Context: an optimization exercise on an open-source flow, tuned for small area and a short achievable clock period. The choices shown serve that exercise and are no tape-out recipe.
Only simulation tests tie the RTL to the original design; equivalence was not proved.

==> flow/design.v, too long to show whole: its modules and the start of the top module <==
// module am_modem: 2580 lines
// module ab_add: 123 lines
// module k51_add: 164 lines
// module prod_add: 308 lines
module am_modem(
    input wire clk_pin,
    input wire reset_pin,
    input wire [15:0] carrier,
    input wire [15:0] tone_a,
    input wire [15:0] tone_b,
    output wire [31:0] am_mod,
    output wire [15:0] demod
);
  // ...
==> flow/flow/run.sh <==
#!/bin/bash
# Layout flow: the standard flow (standard.sh) with two changes:
#  - Yosys's generic synth skips its internal ABC pass (SYNTH_ARGS=-noabc), so the full-adder
#    extraction sees the adders as written; registers and their names are unchanged.
#  - ports are buffered with buf_2 cells instead of the default clkdlybuf4s50_1.
# The make output goes to standard.log; ORFS keeps each tool's log under orfs/logs/.
set -uo pipefail
bash standard.sh SYNTH_ARGS=-noabc "BUFFER_PORTS_ARGS=-buffer_cell sky130_fd_sc_hd__buf_2" finish > standard.log 2>&1
status=$?
tail -n 20 standard.log
exit $status
==> flow/standard.sh <==
#!/bin/bash
# synth_recipe.tcl (not shown) runs the flow's synth.tcl, then flattens the netlist and writes it again
# the make line also repeats each setting of config.mk as NAME=value (left out here)
make -C /OpenROAD-flow-scripts/flow DESIGN_CONFIG=/design/flow/config.mk WORK_HOME=/design/flow/orfs CLKGATE_MAP_FILE= SYNTH_SCRIPT=/design/flow/synth_recipe.tcl "${@:-finish}"
==> flow/config.mk <==
export PLATFORM = sky130hd
export DESIGN_NAME = am_modem
export DESIGN_NICKNAME = am_modem
export VERILOG_FILES = /design/flow/design.v
export SDC_FILE = /design/flow/constraint.sdc
export NUM_CORES = 4
export LEC_CHECK = 0
export ABC_AREA = 1
export CAP_MARGIN = 20
export CORE_MARGIN = 2
export CORE_UTILIZATION = 60
export CTS_CLUSTER_DIAMETER = 150
export CTS_CLUSTER_SIZE = 24
export SLEW_MARGIN = 20
export SYNTH_HIERARCHICAL = 1
==> flow/constraint.sdc <==
create_clock -name core_clock -period 60.0 [get_ports {clk_pin}]
set_input_delay 12.0000 -clock core_clock [delete_from_list [all_inputs] [get_ports {clk_pin}]]
set_output_delay 12.0000 -clock core_clock [all_outputs]
set_load 0.01 [all_outputs]
==> reports/metrics.csv, run 1 <==
stage,metric,value,unit
setup_path,setup.reg_to_reg.worst_slack,46.39,ns
final_layout,largest_reg_flops,32,
timing,min_period_over_period,0.300,
route,drt_drc_violations_left,0,
final_layout,layout.cells.most_common_list,"856 x nand2_1, 515 x inv_1, 275 x xor2_1",
final_layout,fin_nets,4266,
place,dp.cells,4310,
setup_path,crit_path_end_kind,primary output,
setup_path,path_max_fanout,34,
yosys,syn_area,28100,sq um
final_layout,final.signal_buffer_count,99,
timing,worst_slew_margin_rel,0.254,
floorplanning,coreArea,46500,sq um
floorplanning,ioPinCount,98,
timing,rsz0062_at_grt,no,
final_layout,share_of_cell_area_taken_by_multi_input_logic_gates,0.727,
clock_network,tritoncts,done,
setup_path,critical_path.reg2reg.startpoint,hp[10]$_DFF_P_,
floorplanning,number_of_core_rows,79,
final_layout,final_area,28900,sq um
setup_path,slowest_stage,nand2_2,
outcome,run_status,finished clean,
clock_network,tritoncts_num_sinks,209,
place,detailed_place_hpwl,59800,um
worst_hold_path,hp-class,reg2reg,
final_layout,drive_above_1_share,0.108,
timing,timing.setup.tns,0,ns
global_routing,global_route.usage.met2,0.544,
global_routing,global_route.peak_usage_layer,met2,
global_routing,grt_pass1_wl,116000,um
final_layout,final_util,0.622,
final_layout,layout.sequential_cells,209,
final_layout,fin_cells,4325,
setup_path,setup.worst_path.start,k_r[11]$_DFF_P_,
==> run 2, diff against run 1 <==
--- a/flow/config.mk
+++ b/flow/config.mk
@@ -9,7 +9,5 @@
 export CAP_MARGIN = 20
 export CORE_MARGIN = 2
 export CORE_UTILIZATION = 60
-export CTS_CLUSTER_DIAMETER = 150
-export CTS_CLUSTER_SIZE = 24
 export SLEW_MARGIN = 20
 export SYNTH_HIERARCHICAL = 1
==> run 2 against run 1 <==
Routed wire length up 0.80%; clock-buffer cell count up 21; largest cell class unchanged; global-route usage up 0.34 points; core utilization up 1.4 points; still clean on timing, DRC and antenna; synthesized cell count unchanged; area after synthesis unchanged.
==> reports/metrics.csv, run 2 <==
stage,metric,value,unit,change
yosys,synthesis_warnings,7,,
floorplanning,ioPinCount,98,,unchanged
setup_path,r2r_end,hp[31]$_DFF_P_,,
place,io_buffers,97,,
clock_network,cts_hold_repair.buffers,0,,
setup_path,crit_path_end_kind,primary output,,
final_layout,fin_cells,4361,,+0.83%
timing,fmax,0.0553,GHz,
final_layout,largest_reg_flops,32,,unchanged
timing,finalSetupViolCount,0,,
place,detailed_place_hpwl,59800,um,unchanged
final_layout,mostFrequentLayoutCell,nand2_1,,
setup_path,worst_ep_arrival_time,6.09,ns,
route,viasPerCell,5.52,,
clock_network,worst_setup_hold_path_clk_slew,0.06,ns,
clock_network,tritoncts,done,,
timing,hold_violations,0,,
floorplanning,initial_utilization,0.606,,
global_routing,grt.total_usage,0.301,,
setup_path,timing.critical_path.from_type,flip-flop,,
place,finalWeightedCongestion,1.04,,
route,drt_first_pass_iters,6,,
global_routing,grt_pass1_wl,117000,um,+1.1%
timing,timing.setup.tns,0,ns,unchanged
floorplanning,coreArea,46500,sq um,unchanged
timing,worst_slew_margin_rel,0.336,,+0.0822
clock_network,ctsHtreeMaxLevel,1,,
floorplanning,die_width,221,um,
job,cap_violations,0,,
worst_hold_path,min_path_cells,4,,
clock_network,worstSkewPairLatency,0.60,ns,
yosys,postSynthCellCount,3764,,
timing,max_clock_skew,0.0395,ns,
clock_network,ctsRootBufferMaster,clkbuf_16,,
global_routing,first_global_vias,23994,,
setup_path,cp_top_family,adder cells,,
final_layout,diodes,0,,
final_layout,reg.largest.list,"hp (32), env (31), lp (31)",,
worst_hold_path,hp-start,lp[30]$_DFF_P_,,
yosys,syn_area,28100,sq um,unchanged
final_layout,fin_nets,4283,,+0.40%
route,vias,24065,,
clock_network,cts_resized,0,,
final_layout,top_register,hp,,
clock_network,ctsLongestPathBuffers,3,,
floorplanning,floorplan.die.height,221,um,
clock_network,cts_inserted_buffers,28,,
route,totalWireLength,72200,um,
route,route.detailed.wl_per_inst,16.5,um,
place,dp.cells,4310,,unchanged
timing,min_period_over_period,0.302,,+0.00118
route,drt_drc_violations_left,0,,unchanged
timing,fin_crit,18.09,ns,
timing,worstMarginPinSlew,0.989,ns,
floorplanning,floorplan.die_area,48600,sq um,
setup_path,path_max_fanout,34,,unchanged
timing,final_max_slew_violation_count,0,,
clock_network,tritoncts_num_sinks,209,,unchanged
setup_path,worst_ep_required_time,48.00,ns,
timing,rsz0062_at_grt,no,,
final_layout,final_util,0.636,,+0.0140
yosys,syn_area_per_cell,7.47,sq um,
setup_path,setup.reg_to_reg.worst_slack,46.44,ns,+0.05 ns
setup_path,critical_path.max_stage_delay,0.69,ns,
global_routing,grt_overflow_total,0,,
floorplanning,number_of_core_rows,79,,unchanged
route,drt_iter0_markers,1422,,
setup_path,path_class,reg2out,,
timing,worst_hold_slack,0.608,ns,
worst_hold_path,worstHoldEndpoint,lp[30]$_DFF_P_,,
final_layout,drive_above_1_share,0.116,,+0.00829
final_layout,layout.cells.most_common_list,"856 x nand2_1, 515 x inv_1, 275 x xor2_1",,
setup_path,slowest_stage,nand2_2,,
setup_path,path_buf_inv,3,,
setup_path,critical_path.reg2reg.startpoint,hp[10]$_DFF_P_,,
final_layout,nFillCells,4116,,
global_routing,initial_antenna_violation_count,1,,
worst_hold_path,hp-class,reg2reg,,
global_routing,grt_start_max_net_pins,52,,
final_layout,flow.area_growth_from_synthesis,4.97,%,
clock_network,postCtsSetupBuffers,0,,
route,detail-route-antenna-nets,0,,
setup_path,reg2regPathDepth,36,,
outcome,run_status,finished clean,,
setup_path,worstPathCellList,"inv_1, o22ai_1, xor2_1, fa_1, fa_1, fa_1, fa_1, ha_1, nand2_1, inv_1, nand2_1, nand2_1, nand2_1, nand2_2, a21oi_2, nand2_4, nand2_2, nand3_1, nand2_2, buf_2",,
## run 2: worst max-delay path by stage
stage / from / end / slack (ns) / cells past startpoint
finish: k_r[11]$_DFF_P_ / am_mod[31] / 41.91 / 20
detailed placement: k_r[11]$_DFF_P_ / am_mod[31] / 42.55 / 20
global placement: k_r[11]$_DFF_P_ / am_mod[31] / 42.65 / 20
global route: k_r[11]$_DFF_P_ / am_mod[31] / 41.54 / 20
floorplan: k_r[16]$_DFF_P_ / am_mod[26] / 43.36 / 20
CTS: k_r[11]$_DFF_P_ / am_mod[31] / 41.94 / 20
## run 2: through the flow
step | setup WS, ns | cell area [sq um]
floorplan | 43.36 | 28100
global placement | 42.65 | 28500
detailed placement | 42.55 | 28500
CTS | 41.94 | 29500
global route | 41.54 | 29500
finish | 41.91 | 29500
## run 2: tightest hold or removal path, delay by kind of cell (launching register included)
family	cells	cell delay, ns
flip-flops	1	0.30
buffers and inverters	2	0.14
XOR/XNOR	1	0.07
AO/OA/AOI/OAI	1	0.06
## run 2: area by class of cell
cell class	count	area [sq um]	area share
clock buffer	34	773	0.0262
timing repair buffer	100	512	0.0173
multi-input combinational	2842	21000	0.711
tap	607	759	0.0257
inverter	553	2080	0.0703
clock inverter	16	228	0.00771
sequential	209	4180	0.142
## run 2: layer usage
metal  vias to the layer above  part of all wire  GRT usage
met5                         -           0.00018          0
met4                         2             0.060      0.160
met3                       177             0.038     0.0301
met2                       593              0.49      0.543
met1                     11275              0.41      0.353
li1                      12018                 -          -

[port drivers added, routing unchanged]
How much do the figures lean on ideal ports? The routed layouts below were timed once more, with nothing changed but the port constraints. Step 1: set_driving_cell puts a clkbuf_16 on clk_pin and a buf_2 on each other input, an assumption about the parent block. Step 2 moves the port delays by t, midway between the first and last clock arrival at a register: inputs arrive t later, outputs are due t later. That takes back most of the time a late clock gives input paths. Three values: ideal, step 1, step 2; two values: the first two.
| run | t, ns | slack for setup (ns) | hold slack, ns | worst setup path after step 2 |
|---|---|---|---|---|
| run 1 | 0.565 | 41.979 / 41.914 / 42.479 | 0.616 / 0.616 / 0.616 | register to output |
| run 2 | 0.649 | 41.908 / 41.843 / 42.492 | 0.608 / 0.608 / 0.608 | register to output |
After both steps setup and hold are still met in every run listed.
